Background: an optimization exercise with open tools, aiming at small area. Do not read the settings as production practice.
RTL that was checked went through simulation tests only; none was proved equivalent to the original.
Power is estimated from default activity; no workload was simulated.

==> run a: inputs <==
// fir_7_7
module fir_7_7(
    input clk,
    input rst,
    input [7:0] weight_data,
    input [2:0] weight_idx,
    input weight_valid,
    output weight_ready,
    input [7:0] input_data,
    input input_valid,
    output input_ready,
    output [15:0] output_data,
    input output_ready,
    output output_valid
    );
clock: 8.0 ns
lec_check: 0
cap_margin: 20
cell_pad_in_sites_detail_placement: 1
cell_pad_in_sites_global_placement: 1
core_margin: 2
core_utilization: 40
cts_buf_list: sky130_fd_sc_hd__clkbuf_8
gpl_timing_driven: 0
slew_margin: 20
synth_hierarchical: 1
synth_minimum_keep_size: 0
standard.sh (not shown) runs the stock make flow with config.mk's settings and CLKGATE_MAP_FILE= SYNTH_SCRIPT=/design/flow/synth_recipe.tcl, a recipe that flattens the netlist after the stock synthesis.
==> flow/flow/run.sh <==
#!/bin/bash
# Layout flow: the standard ORFS flow (standard.sh: the standard
# synthesis and every ORFS step), with these settings changed:
#  - the buffers Yosys/ABC inserted are removed at floorplan
#    (REMOVE_ABC_BUFFERS; global placement is not timing driven, so it
#    would not remove them itself), and timing is then repaired by the
#    usual repair steps after placement, CTS and global routing;
#  - the port buffers buffer_ports inserts are the smallest buffer, buf_1;
#  - clock tree synthesis uses clkbuf_8 and no dummy load cells.
# The output of the whole run is kept in standard_flow.log; ORFS keeps each
# step's own log under orfs/logs/.
set -euo pipefail
cd "$(dirname "$0")/.."
export REMOVE_ABC_BUFFERS=1
export BUFFER_PORTS_ARGS="-buffer_cell sky130_fd_sc_hd__buf_1"
export CTS_ARGS="-sink_clustering_enable -repair_clock_nets -buf_list sky130_fd_sc_hd__clkbuf_8 -dont_use_dummy_load"
bash standard.sh finish > standard_flow.log 2>&1
==> inputs of run b, as changes to run a <==
--- a/flow/design.v
+++ b/flow/design.v
@@ -622,22 +622,24 @@
     wire pn6_7_5 = ~(x6[7] & w6[5]);
     wire pn6_7_6 = ~(x6[7] & w6[6]);
     wire pn6_7_7 = ~(x6[7] & w6[7]);
     wire s1, c2;
     fa u_s1 (pn6_0_0, pp0_0_0, pp1_0_0, s1, c2);
-    wire s3 = ~(pp2_0_0 ^ s1);
-    wire c4 = pp2_0_0 | s1;
+    wire s3, c4;
+    xnor2m u_s3 (pp2_0_0, s1, s3);
+    or2m u_c4 (pp2_0_0, s1, c4);
     wire s5, c6;
     fa u_s5 (pn6_0_1, pn6_1_0, pp0_0_1, s5, c6);
     wire s7, c8;
     fa u_s7 (pp0_1_0, pp1_0_1, pp1_1_0, s7, c8);
     wire s9, c10;
     fa u_s9 (pp2_0_1, pp2_1_0, c2, s9, c10);
     wire s11, c12;
     fa u_s11 (s5, s7, c4, s11, c12);
-    wire s13 = ~(s9 ^ s11);
-    wire c14 = s9 | s11;
+    wire s13, c14;
+    xnor2m u_s13 (s9, s11, s13);
+    or2m u_c14 (s9, s11, c14);
     wire s15, c16;
     fa u_s15 (pn6_0_2, pn6_1_1, pn6_2_0, s15, c16);
     wire s17, c18;
     fa u_s17 (s15, pp0_0_2, pp0_1_1, s17, c18);
     wire s19, c20;
@@ -672,12 +674,13 @@
     fa u_s47 (s39, s41, c24, s47, c48);
     wire s49, c50;
     fa u_s49 (c26, s43, s45, s49, c50);
     wire s51, c52;
     fa u_s51 (s47, c28, s49, s51, c52);
-    wire s53 = ~(c30 ^ s51);
-    wire c54 = c30 | s51;
+    wire s53, c54;
+    xnor2m u_s53 (c30, s51, s53);
+    or2m u_c54 (c30, s51, c54);
     wire s55, c56;
     fa u_s55 (pn6_0_4, pn6_1_3, pn6_2_2, s55, c56);
     wire s57, c58;
     fa u_s57 (pn6_3_1, pn6_4_0, c32, s57, c58);
     wire s59, c60;
@@ -704,12 +707,13 @@
     fa u_s79 (s71, c48, s73, s79, c80);
     wire s81, c82;
     fa u_s81 (s75, s77, c50, s81, c82);
     wire s83, c84;
     fa u_s83 (s79, c52, s81, s83, c84);
-    wire s85 = ~(c54 ^ s83);
-    wire c86 = c54 | s83;
+    wire s85, c86;
+    xnor2m u_s85 (c54, s83, s85);
+    or2m u_c86 (c54, s83, c86);
     wire s87, c88;
     fa u_s87 (pn6_0_5, pn6_1_4, pn6_2_3, s87, c88);
     wire s89, c90;
     fa u_s89 (pn6_3_2, pn6_4_1, pn6_5_0, s89, c90);
     wire s91, c92;
@@ -744,12 +748,13 @@
     fa u_s119 (s113, c78, c80, s119, c120);
     wire s121, c122;
     fa u_s121 (s115, s117, c82, s121, c122);
     wire s123, c124;
     fa u_s123 (s119, s121, c84, s123, c124);
-    wire s125 = ~(c86 ^ s123);
-    wire c126 = c86 | s123;
+    wire s125, c126;
+    xnor2m u_s125 (c86, s123, s125);
+    or2m u_c126 (c86, s123, c126);
     wire s127, c128;
     fa u_s127 (pn6_0_6, pn6_1_5, pn6_2_4, s127, c128);
     wire s129, c130;
     fa u_s129 (pn6_3_3, pn6_4_2, pn6_5_1, s129, c130);
     wire s131, c132;
@@ -792,12 +797,13 @@
     fa u_s167 (c118, s161, s163, s167, c168);
     wire s169, c170;
     fa u_s169 (c120, s165, s167, s169, c170);
     wire s171, c172;
     fa u_s171 (c122, s169, c124, s171, c172);
-    wire s173 = ~(c126 ^ s171);
-    wire c174 = c126 | s171;
+    wire s173, c174;
+    xnor2m u_s173 (c126, s171, s173);
+    or2m u_c174 (c126, s171, c174);
     wire s175, c176;
     fa u_s175 (pn6_0_7, pn6_1_6, pn6_2_5, s175, c176);
     wire s177, c178;
     fa u_s177 (pn6_3_4, pn6_4_3, pn6_5_2, s177, c178);
     wire s179, c180;
@@ -848,12 +854,13 @@
     fa u_s223 (s217, c166, s219, s223, c224);
     wire s225, c226;
     fa u_s225 (c168, s221, s223, s225, c226);
     wire s227, c228;
     fa u_s227 (c170, s225, c172, s227, c228);
-    wire s229 = ~(c174 ^ s227);
-    wire c230 = c174 | s227;
+    wire s229, c230;
+    xnor2m u_s229 (c174, s227, s229);
+    or2m u_c230 (c174, s227, c230);
     wire s231, c232;
     fa u_s231 (pn6_1_7, pn6_2_6, pn6_3_5, s231, c232);
     wire s233, c234;
     fa u_s233 (pn6_4_4, pn6_5_3, pn6_6_2, s233, c234);
     wire s235, c236;
@@ -1148,20 +1155,24 @@
 endmodule
 module fa(input a, input b, input c, output s, output co);
     assign s = a ^ b ^ c;
     assign co = (a & b) | (a & c) | (b & c);
 endmodule
+module xnor2m(input a, input b, output y);
+    assign y = ~(a ^ b);
+endmodule
+module or2m(input a, input b, output y);
+    assign y = a | b;
+endmodule
 module sel3(input sa, input sb, input sab, input a, input b, input ab, output y);
     assign y = ~((sa & a) | (sb & b) | (sab & ab));
 endmodule
 module add8(input [7:0] a, input [7:0] b, output [8:0] s);
-    wire [7:0] g = a & b;
-    wire [7:0] p = a ^ b;
-    wire [8:0] c;
-    assign c[0] = 1'b0;
-    assign c[1] = g[0];
+    wire [7:1] c;
+    assign s[0] = a[0] ^ b[0];
+    assign c[1] = a[0] & b[0];
     genvar i;
-    generate for (i = 1; i < 8; i = i + 1) begin : rc
-        assign c[i + 1] = g[i] | (p[i] & c[i]);
+    generate for (i = 1; i < 7; i = i + 1) begin : rc
+        fa u_fa (a[i], b[i], c[i], s[i], c[i + 1]);
     end endgenerate
-    assign s = {c[8], p ^ c[7:0]};
+    fa u_fa7 (a[7], b[7], c[7], s[7], s[8]);
 endmodule
==> comparison table <==
Result of the run: run b no timing/DRC/antenna violations; run a no timing/DRC/antenna violations
Leakage power total: run b 0.003197 uW; run a 0.003390 uW
Clock Power Share: run b 34.2%; run a 34.7%
Drt total wl: run b 47.99 mm; run a 48.28 mm
Least-Margin Pin Slew: run b 1002 ps; run a 923.1 ps
Worst hold slack across all endpoints: run b 329.5 ps; run a 332.0 ps
Via count of the first global-routing pass: run b 11680; run a 11730
Mean number of vias per cell: run b 6.653; run a 6.668
Total clock network power: run b 468 uW; run a 481 uW
Slowest cell on the critical path: run b dfxtp_1; run a nor2b_1
Compound-gate portion of the synthesized area: run b 21.11%; run a 20.95%
Length in cells of the worst reg-to-reg path: run b 21; run a 26
Highest Clock Rate: run b 0.1379 GHz; run a 0.1372 GHz
Function not checked in run a: the RTL went through the layout flow alone.

========
==> run K: inputs <==
fir_7_7, a different RTL version from the one above (not shown whole).
==> flow/config.mk <==
export PLATFORM = sky130hd
export DESIGN_NAME = fir_7_7
export DESIGN_NICKNAME = fir_7_7
export VERILOG_FILES = /design/flow/design.v
export SDC_FILE = /design/flow/constraint.sdc
export NUM_CORES = 4
export LEC_CHECK = 0
export CAP_MARGIN = 20
export CORE_MARGIN = 2
export CORE_UTILIZATION = 40
export CTS_BUF_LIST = sky130_fd_sc_hd__clkbuf_8
export GPL_TIMING_DRIVEN = 1
export SLEW_MARGIN = 20
export SYNTH_HIERARCHICAL = 1
export SYNTH_MINIMUM_KEEP_SIZE = 0
==> flow/constraint.sdc <==
create_clock -name core_clock -period 8.0 [get_ports {clk}]
set_input_delay 1.6000 -clock core_clock [delete_from_list [all_inputs] [get_ports {clk}]]
set_output_delay 1.6000 -clock core_clock [all_outputs]
set_load 0.01 [all_outputs]
==> flow/flow/run.sh <==
#!/bin/bash
# Layout flow: the standard ORFS flow (standard.sh: the standard
# synthesis and every ORFS step), with two settings changed:
#  - the port buffers buffer_ports inserts are the smallest buffer, buf_1;
#  - clock tree synthesis is run without dummy load cells.
# The output of the whole run is kept in standard_flow.log; ORFS keeps each
# step's own log under orfs/logs/.
set -euo pipefail
cd "$(dirname "$0")/.."
export BUFFER_PORTS_ARGS="-buffer_cell sky130_fd_sc_hd__buf_1"
export CTS_ARGS="-sink_clustering_enable -repair_clock_nets -buf_list sky130_fd_sc_hd__clkbuf_16 -dont_use_dummy_load"
bash standard.sh finish > standard_flow.log 2>&1
==> inputs of run F, as changes to run K <==
--- a/flow/flow/run.sh
+++ b/flow/flow/run.sh
@@ -10,3 +10,3 @@
 export BUFFER_PORTS_ARGS="-buffer_cell sky130_fd_sc_hd__buf_1"
-export CTS_ARGS="-sink_clustering_enable -repair_clock_nets -buf_list sky130_fd_sc_hd__clkbuf_16 -dont_use_dummy_load"
+export CTS_ARGS="-sink_clustering_enable -repair_clock_nets -buf_list sky130_fd_sc_hd__clkbuf_8 -dont_use_dummy_load -sink_clustering_size 30 -sink_clustering_max_diameter 100"
 bash standard.sh finish > standard_flow.log 2>&1
==> run summary <==
Critical Path Max Stage Delay: run F 0.56 ns; run K 0.55 ns
Total sequential power: run F 682 uW; run K 683 uW
Combinational share of power: run F 0.054; run K 0.046
Clock insertion delay at the later pin of the skew report: run F 0.48 ns; run K 0.45 ns
Met1 wire length: run F 17.03 mm; run K 17.23 mm
Worst endpoint data arrival time: run F 7.28 ns; run K 7.25 ns
Portion of total power attributed to sequential cells: run F 0.574; run K 0.489
Status: run F complete, no violations; run K complete, no violations
Global-route total usage across every layer: run F 0.2489; run K 0.2496
GR met2 Demand/Resource: run F 0.4233; run K 0.4222
Vias after detailed routing: run F 10501; run K 10450
Multi-input logic portion of the cell area: run F 0.7598; run K 0.7506
Wirelength per Cell: run F 23.79 um; run K 23.83 um
VDD IR-drop max: run F 0.08591 mV; run K 0.1152 mV
Switching fraction of total power: run F 0.2761; run K 0.2539
Non-Clock Buffer Area Fraction: run F 0.01255; run K 0.01240
Comb pwr: run F 63.9 uW; run K 64.2 uW
Clock buffer and inverter area fraction after layout: run F 0.01495; run K 0.02686
Syn-to-layout area delta: run F 3.501%; run K 4.767%
Final core utilization: run F 0.4184; run K 0.4235
Clock Skew: run F 0.04079 ns; run K 0.02693 ns

[separate check: timing with driven ports]
How much do the figures lean on ideal ports? The routed layouts below were timed once more, with nothing changed but the port constraints.
Step 1: set_driving_cell puts a clkbuf_16 on clk and a buf_2 on each other input, an assumption about the parent block.
Step 2 also shifts input and output timing later by t, the mid clock arrival at the registers, as if the neighbouring blocks saw the same clock.
Three values: ideal ports, drivers, drivers and shift; two values: the first two.
run | t, ns | slack for setup (ns) | worst setup path at the end | worst register clock-pin slew, ns | pins driven straight from the clock port
run a | 0.540 | 0.712 / 0.712 / 0.712 | register to register | 0.10 / 0.10 | 1
run b | 0.547 | 0.748 / 0.748 / 0.748 | register to register | 0.11 / 0.11 | 1
run K | 0.485 | 1.033 / 1.033 / 1.033 | register to register | 0.07 / 0.07 | 1
run F | 0.512 | 1.033 / 1.033 / 1.033 | register to register | 0.10 / 0.10 | 1
After both steps setup and hold are still met in every run listed.
